This design comes from an exercise in tuning for small area and a short achievable clock period on the open sky130 flow, not from production work. The RTL was checked by simulation tests, not by an equivalence proof against the original design. Power is estimated from default activity; no workload was simulated.

==> job 2356: inputs <==
==> flow/design.v <==
`timescale 1ns / 1ps
module alu_top (
    input  logic        clk,
    input  logic [31:0] op1,
    input  logic [31:0] op2,
    input  logic [3:0]  alu_ctrl,
    output logic [31:0] alu_result,
    output logic        zero
    );
logic [31:0] op1_q;
logic [31:0] op2_q;
logic [3:0]  alu_ctrl_q;
logic [31:0] result_d;
logic        zero_d;
always_ff @(posedge clk)
begin
    op1_q      <= op1;
    op2_q      <= op2;
    alu_ctrl_q <= alu_ctrl;
    alu_result <= result_d;
    zero       <= zero_d;
end
alu computation (
    .op1(op1_q),
    .op2(op2_q),
    .alu_ctrl(alu_ctrl_q),
    .alu_result(result_d),
    .zero(zero_d)
    );
endmodule

`timescale 1ns / 1ps
module alu (
    input  logic [31:0] op1,
    input  logic [31:0] op2,
    input  logic [3:0]  alu_ctrl,
    output logic [31:0] alu_result,
    output logic        zero
    );
logic c3, c2, c1, c0;
assign {c3, c2, c1, c0} = alu_ctrl;
logic       big;
logic [4:0] sh;
assign big = |op2[31:5];
assign sh  = op2[4:0] | {5{big}};
logic sel_add, sel_lt, sel_xor, sel_or, sel_and, sel_sr, sel_sll;
assign sel_add = ~c2 & ~c1 & ~c0;                        
assign sel_sll = ~c3 & ~c2 & ~c1 &  c0 & ~big;           
assign sel_lt  = ~c3 & ~c2 &  c1;                        
assign sel_xor = ~c3 &  c2 & ~c1 & ~c0;                  
assign sel_sr  =        c2 & ~c1 &  c0 & (c3 | ~big);    
assign sel_or  = ~c3 &  c2 &  c1 & ~c0;                  
assign sel_and = ~c3 &  c2 &  c1 &  c0;                  
logic        sub;
logic [31:0] bx, p, g;
assign sub = c3 | (c1 & ~c2);                             
assign bx  = op2 ^ {32{sub}};
assign p   = op1 ^ bx;
assign g   = op1 & bx;
logic [31:0] cin_v, sum;
logic        cout;
logic g0c;
assign g0c = g[0] | (p[0] & sub);
logic G1_1, P1_1;
assign G1_1 = g[1] | (p[1] & g0c);
assign P1_1 = p[1] & p[0];
logic G1_3, P1_3;
assign G1_3 = g[3] | (p[3] & g[2]);
assign P1_3 = p[3] & p[2];
logic G1_5, P1_5;
assign G1_5 = g[5] | (p[5] & g[4]);
assign P1_5 = p[5] & p[4];
logic G1_7, P1_7;
assign G1_7 = g[7] | (p[7] & g[6]);
assign P1_7 = p[7] & p[6];
logic G1_9, P1_9;
assign G1_9 = g[9] | (p[9] & g[8]);
assign P1_9 = p[9] & p[8];
logic G1_11, P1_11;
assign G1_11 = g[11] | (p[11] & g[10]);
assign P1_11 = p[11] & p[10];
logic G1_13, P1_13;
assign G1_13 = g[13] | (p[13] & g[12]);
assign P1_13 = p[13] & p[12];
logic G1_15, P1_15;
assign G1_15 = g[15] | (p[15] & g[14]);
assign P1_15 = p[15] & p[14];
logic G1_17, P1_17;
assign G1_17 = g[17] | (p[17] & g[16]);
assign P1_17 = p[17] & p[16];
logic G1_19, P1_19;
assign G1_19 = g[19] | (p[19] & g[18]);
assign P1_19 = p[19] & p[18];
logic G1_21, P1_21;
assign G1_21 = g[21] | (p[21] & g[20]);
assign P1_21 = p[21] & p[20];
logic G1_23, P1_23;
assign G1_23 = g[23] | (p[23] & g[22]);
assign P1_23 = p[23] & p[22];
logic G1_25, P1_25;
assign G1_25 = g[25] | (p[25] & g[24]);
assign P1_25 = p[25] & p[24];
logic G1_27, P1_27;
assign G1_27 = g[27] | (p[27] & g[26]);
assign P1_27 = p[27] & p[26];
logic G1_29, P1_29;
assign G1_29 = g[29] | (p[29] & g[28]);
assign P1_29 = p[29] & p[28];
logic G1_31, P1_31;
assign G1_31 = g[31] | (p[31] & g[30]);
assign P1_31 = p[31] & p[30];
logic G2_2, P2_2;
assign G2_2 = g[2] | (p[2] & G1_1);
assign P2_2 = p[2] & P1_1;
logic G2_3, P2_3;
assign G2_3 = G1_3 | (P1_3 & G1_1);
assign P2_3 = P1_3 & P1_1;
logic G2_6, P2_6;
assign G2_6 = g[6] | (p[6] & G1_5);
assign P2_6 = p[6] & P1_5;
logic G2_7, P2_7;
assign G2_7 = G1_7 | (P1_7 & G1_5);
assign P2_7 = P1_7 & P1_5;
logic G2_10, P2_10;
assign G2_10 = g[10] | (p[10] & G1_9);
assign P2_10 = p[10] & P1_9;
logic G2_11, P2_11;
assign G2_11 = G1_11 | (P1_11 & G1_9);
assign P2_11 = P1_11 & P1_9;
logic G2_14, P2_14;
assign G2_14 = g[14] | (p[14] & G1_13);
assign P2_14 = p[14] & P1_13;
logic G2_15, P2_15;
assign G2_15 = G1_15 | (P1_15 & G1_13);
assign P2_15 = P1_15 & P1_13;
logic G2_18, P2_18;
assign G2_18 = g[18] | (p[18] & G1_17);
assign P2_18 = p[18] & P1_17;
logic G2_19, P2_19;
assign G2_19 = G1_19 | (P1_19 & G1_17);
assign P2_19 = P1_19 & P1_17;
logic G2_22, P2_22;
assign G2_22 = g[22] | (p[22] & G1_21);
assign P2_22 = p[22] & P1_21;
logic G2_23, P2_23;
assign G2_23 = G1_23 | (P1_23 & G1_21);
assign P2_23 = P1_23 & P1_21;
logic G2_26, P2_26;
assign G2_26 = g[26] | (p[26] & G1_25);
assign P2_26 = p[26] & P1_25;
logic G2_27, P2_27;
assign G2_27 = G1_27 | (P1_27 & G1_25);
assign P2_27 = P1_27 & P1_25;
logic G2_30, P2_30;
assign G2_30 = g[30] | (p[30] & G1_29);
assign P2_30 = p[30] & P1_29;
logic G2_31, P2_31;
assign G2_31 = G1_31 | (P1_31 & G1_29);
assign P2_31 = P1_31 & P1_29;
logic G3_4, P3_4;
assign G3_4 = g[4] | (p[4] & G2_3);
assign P3_4 = p[4] & P2_3;
logic G3_5, P3_5;
assign G3_5 = G1_5 | (P1_5 & G2_3);
assign P3_5 = P1_5 & P2_3;
logic G3_6, P3_6;
assign G3_6 = G2_6 | (P2_6 & G2_3);
assign P3_6 = P2_6 & P2_3;
logic G3_7, P3_7;
assign G3_7 = G2_7 | (P2_7 & G2_3);
assign P3_7 = P2_7 & P2_3;
logic G3_12, P3_12;
assign G3_12 = g[12] | (p[12] & G2_11);
assign P3_12 = p[12] & P2_11;
logic G3_13, P3_13;
assign G3_13 = G1_13 | (P1_13 & G2_11);
assign P3_13 = P1_13 & P2_11;
logic G3_14, P3_14;
assign G3_14 = G2_14 | (P2_14 & G2_11);
assign P3_14 = P2_14 & P2_11;
logic G3_15, P3_15;
assign G3_15 = G2_15 | (P2_15 & G2_11);
assign P3_15 = P2_15 & P2_11;
logic G3_20, P3_20;
assign G3_20 = g[20] | (p[20] & G2_19);
assign P3_20 = p[20] & P2_19;
logic G3_21, P3_21;
assign G3_21 = G1_21 | (P1_21 & G2_19);
assign P3_21 = P1_21 & P2_19;
logic G3_22, P3_22;
assign G3_22 = G2_22 | (P2_22 & G2_19);
assign P3_22 = P2_22 & P2_19;
logic G3_23, P3_23;
assign G3_23 = G2_23 | (P2_23 & G2_19);
assign P3_23 = P2_23 & P2_19;
logic G3_28, P3_28;
assign G3_28 = g[28] | (p[28] & G2_27);
assign P3_28 = p[28] & P2_27;
logic G3_29, P3_29;
assign G3_29 = G1_29 | (P1_29 & G2_27);
assign P3_29 = P1_29 & P2_27;
logic G3_30, P3_30;
assign G3_30 = G2_30 | (P2_30 & G2_27);
assign P3_30 = P2_30 & P2_27;
logic G3_31, P3_31;
assign G3_31 = G2_31 | (P2_31 & G2_27);
assign P3_31 = P2_31 & P2_27;
logic G4_8, P4_8;
assign G4_8 = g[8] | (p[8] & G3_7);
assign P4_8 = p[8] & P3_7;
logic G4_9, P4_9;
assign G4_9 = G1_9 | (P1_9 & G3_7);
assign P4_9 = P1_9 & P3_7;
logic G4_10, P4_10;
assign G4_10 = G2_10 | (P2_10 & G3_7);
assign P4_10 = P2_10 & P3_7;
logic G4_11, P4_11;
assign G4_11 = G2_11 | (P2_11 & G3_7);
assign P4_11 = P2_11 & P3_7;
logic G4_12, P4_12;
assign G4_12 = G3_12 | (P3_12 & G3_7);
assign P4_12 = P3_12 & P3_7;
logic G4_13, P4_13;
assign G4_13 = G3_13 | (P3_13 & G3_7);
assign P4_13 = P3_13 & P3_7;
logic G4_14, P4_14;
assign G4_14 = G3_14 | (P3_14 & G3_7);
assign P4_14 = P3_14 & P3_7;
logic G4_15, P4_15;
assign G4_15 = G3_15 | (P3_15 & G3_7);
assign P4_15 = P3_15 & P3_7;
logic G4_24, P4_24;
assign G4_24 = g[24] | (p[24] & G3_23);
assign P4_24 = p[24] & P3_23;
logic G4_25, P4_25;
assign G4_25 = G1_25 | (P1_25 & G3_23);
assign P4_25 = P1_25 & P3_23;
logic G4_26, P4_26;
assign G4_26 = G2_26 | (P2_26 & G3_23);
assign P4_26 = P2_26 & P3_23;
logic G4_27, P4_27;
assign G4_27 = G2_27 | (P2_27 & G3_23);
assign P4_27 = P2_27 & P3_23;
logic G4_28, P4_28;
assign G4_28 = G3_28 | (P3_28 & G3_23);
assign P4_28 = P3_28 & P3_23;
logic G4_29, P4_29;
assign G4_29 = G3_29 | (P3_29 & G3_23);
assign P4_29 = P3_29 & P3_23;
logic G4_30, P4_30;
assign G4_30 = G3_30 | (P3_30 & G3_23);
assign P4_30 = P3_30 & P3_23;
logic G4_31, P4_31;
assign G4_31 = G3_31 | (P3_31 & G3_23);
assign P4_31 = P3_31 & P3_23;
logic G5_16, P5_16;
assign G5_16 = g[16] | (p[16] & G4_15);
assign P5_16 = p[16] & P4_15;
logic G5_17, P5_17;
assign G5_17 = G1_17 | (P1_17 & G4_15);
assign P5_17 = P1_17 & P4_15;
logic G5_18, P5_18;
assign G5_18 = G2_18 | (P2_18 & G4_15);
assign P5_18 = P2_18 & P4_15;
logic G5_19, P5_19;
assign G5_19 = G2_19 | (P2_19 & G4_15);
assign P5_19 = P2_19 & P4_15;
logic G5_20, P5_20;
assign G5_20 = G3_20 | (P3_20 & G4_15);
assign P5_20 = P3_20 & P4_15;
logic G5_21, P5_21;
assign G5_21 = G3_21 | (P3_21 & G4_15);
assign P5_21 = P3_21 & P4_15;
logic G5_22, P5_22;
assign G5_22 = G3_22 | (P3_22 & G4_15);
assign P5_22 = P3_22 & P4_15;
logic G5_23, P5_23;
assign G5_23 = G3_23 | (P3_23 & G4_15);
assign P5_23 = P3_23 & P4_15;
logic G5_24, P5_24;
assign G5_24 = G4_24 | (P4_24 & G4_15);
assign P5_24 = P4_24 & P4_15;
logic G5_25, P5_25;
assign G5_25 = G4_25 | (P4_25 & G4_15);
assign P5_25 = P4_25 & P4_15;
logic G5_26, P5_26;
assign G5_26 = G4_26 | (P4_26 & G4_15);
assign P5_26 = P4_26 & P4_15;
logic G5_27, P5_27;
assign G5_27 = G4_27 | (P4_27 & G4_15);
assign P5_27 = P4_27 & P4_15;
logic G5_28, P5_28;
assign G5_28 = G4_28 | (P4_28 & G4_15);
assign P5_28 = P4_28 & P4_15;
logic G5_29, P5_29;
assign G5_29 = G4_29 | (P4_29 & G4_15);
assign P5_29 = P4_29 & P4_15;
logic G5_30, P5_30;
assign G5_30 = G4_30 | (P4_30 & G4_15);
assign P5_30 = P4_30 & P4_15;
logic G5_31, P5_31;
assign G5_31 = G4_31 | (P4_31 & G4_15);
assign P5_31 = P4_31 & P4_15;
assign cin_v = {G5_30, G5_29, G5_28, G5_27, G5_26, G5_25, G5_24, G5_23, G5_22, G5_21, G5_20, G5_19, G5_18, G5_17, G5_16, G4_15, G4_14, G4_13, G4_12, G4_11, G4_10, G4_9, G4_8, G3_7, G3_6, G3_5, G3_4, G2_3, G2_2, G1_1, g0c, sub};
assign sum   = p ^ cin_v;
assign cout  = G5_31;
logic lt;
assign lt = ~cout ^ (~c0 & (op1[31] ^ op2[31]));
logic [31:0] a_rev, x, r, r_rev;
logic        fill;
for (genvar k = 0; k < 32; k++) begin : rv
    assign a_rev[k] = op1[31-k];
    assign r_rev[k] = r[31-k];
end
assign x    = c2 ? op1 : a_rev;                           
assign fill = c3 & op1[31];                               
always_comb begin
    r = x;
    if (sh[0]) r = {{1{fill}},  r[31:1]};
    if (sh[1]) r = {{2{fill}},  r[31:2]};
    if (sh[2]) r = {{4{fill}},  r[31:4]};
    if (sh[3]) r = {{8{fill}},  r[31:8]};
    if (sh[4]) r = {{16{fill}}, r[31:16]};
end
logic [31:0] res_other;
assign res_other  = ({32{sel_xor}} & p)
                  | ({32{sel_or}}  & (op1 | op2))
                  | ({32{sel_and}} & (op1 & op2))
                  | ({32{sel_sr}}  & r)
                  | ({32{sel_sll}} & r_rev);
assign alu_result = ({32{sel_add}} & sum) | res_other | {31'b0, sel_lt & lt};
assign zero = ~|alu_result;
endmodule
==> flow/run.sh <==
#!/bin/bash
# synth_recipe.tcl (not shown) runs the flow's synth.tcl, then flattens the netlist and writes it again
# the make line also repeats each setting of config.mk as NAME=value (left out here)
make -C /OpenROAD-flow-scripts/flow DESIGN_CONFIG=/design/flow/config.mk WORK_HOME=/design/flow/orfs CLKGATE_MAP_FILE= SYNTH_SCRIPT=/design/flow/synth_recipe.tcl finish
==> flow/config.mk <==
export PLATFORM = sky130hd
export DESIGN_NAME = alu_top
export DESIGN_NICKNAME = alu_top
export VERILOG_FILES = /design/flow/design.v
export SDC_FILE = /design/flow/constraint.sdc
export NUM_CORES = 4
export LEC_CHECK = 0
export ABC_AREA = 1
export CAP_MARGIN = 20
export CORE_MARGIN = 2
export CORE_UTILIZATION = 40
export PLACE_DENSITY = 0.6
export SETUP_SLACK_MARGIN = 4
export SLEW_MARGIN = 20
==> flow/constraint.sdc <==
create_clock -name core_clock -period 7.0 [get_ports {clk}]
set_input_delay 1.4000 -clock core_clock [delete_from_list [all_inputs] [get_ports {clk}]]
set_output_delay 1.4000 -clock core_clock [all_outputs]
set_load 0.01 [all_outputs]
==> job 3121 (differences from job 2356) <==
==> flow/flow/run.sh (new file) <==
#!/bin/bash
# Own layout flow: the standard ORFS flow (standard.sh) with two changes:
#  - ADDER_MAP_FILE empty: Yosys does not extract half/full adder cells before ABC,
#    so ABC maps the adder logic itself (smaller and faster here);
#  - port buffers are sky130_fd_sc_hd__buf_1 instead of ORFS's default choice.
# Every port still gets its buffer; synthesis, registers, clock and constraints
# are otherwise the standard flow's own.
set -euo pipefail
export ADDER_MAP_FILE=
export BUFFER_PORTS_ARGS="-buffer_cell sky130_fd_sc_hd__buf_1"
bash standard.sh > standard.log 2>&1
==> flow/standard.sh (new file) <==
#!/bin/bash
# synth_recipe.tcl (not shown) runs the flow's synth.tcl, then flattens the netlist and writes it again
# the make line also repeats each setting of config.mk as NAME=value (left out here)
make -C /OpenROAD-flow-scripts/flow DESIGN_CONFIG=/design/flow/config.mk WORK_HOME=/design/flow/orfs CLKGATE_MAP_FILE= SYNTH_SCRIPT=/design/flow/synth_recipe.tcl "${@:-finish}"
removed: flow/run.sh
==> notes.md <==
quantity                                                          job 2356   job 3121
Fraction of area in registers                                       19.42%     18.43%
# fillers                                                             2001       2162
Fraction of the mapped netlist area in adder cells                  6.740%    0.1187%
Synthesis-to-finish area growth                                     30.97%     33.41%
Final Cycle Share                                                   50.38%     43.05%
Post-cts repair resize count                                            56         86
Final WS setup                                                    3.473 ns   3.987 ns
Time the worst path needs with I/O delays and setup               3.527 ns   3.014 ns
Register share of total power                                        36.3%      36.7%
Maximum number of pins on one net before global-route repair            37         50
Slowest Stage Delay on Critical Path                               0.37 ns    0.35 ns
Later-pin clock latency in the skew report                         0.37 ns    0.36 ns
Run status                                no timing/DRC/antenna violations  no timing/DRC/antenna violations
WHS                                                              0.7230 ns  0.7495 ns
Vertical extent of the die                                        145.3 um   149.2 um
Total area of sequential cells                                    2031 um2   2073 um2
Met3 Use GR                                                         7.390%     5.872%
Net count of the finished layout                                      1522       1759
Die Width                                                         145.3 um   149.2 um
Combined area of the multi-input logic cells                      5677 um2   6440 um2
Synthesized-area fraction occupied by ao, oa, aoi and oai cells     10.16%     10.82%
Rel. slew slack                                                     34.01%     43.73%

## what the ideal ports hide
In the flow no input, the clock included, has a driving cell. The finished layouts below were timed again as built, in two steps. Step 1, drivers: a clkbuf_16 drives clk and a buf_2 each remaining input, both assumed. Step 2, shift: input delay + t, output delay - t, t = (earliest + latest rising clock arrival at the registers) / 2. This alone moves slack from input paths to output paths. Slacks: ideal / step 1 / step 2; pairs: ideal / step 1.
| run | shift t [ns] | setup WS [ns] | hold WS [ns] | cell pins on the clock port's net |
|---|---|---|---|---|
| job 2356 | 0.407 | 3.473 / 3.473 / 3.473 | 0.723 / 0.723 / 0.723 | 1 |
| job 3121 | 0.408 | 3.987 / 3.987 / 3.987 | 0.750 / 0.750 / 0.750 | 1 |
After both steps setup and hold are still met in every run listed.
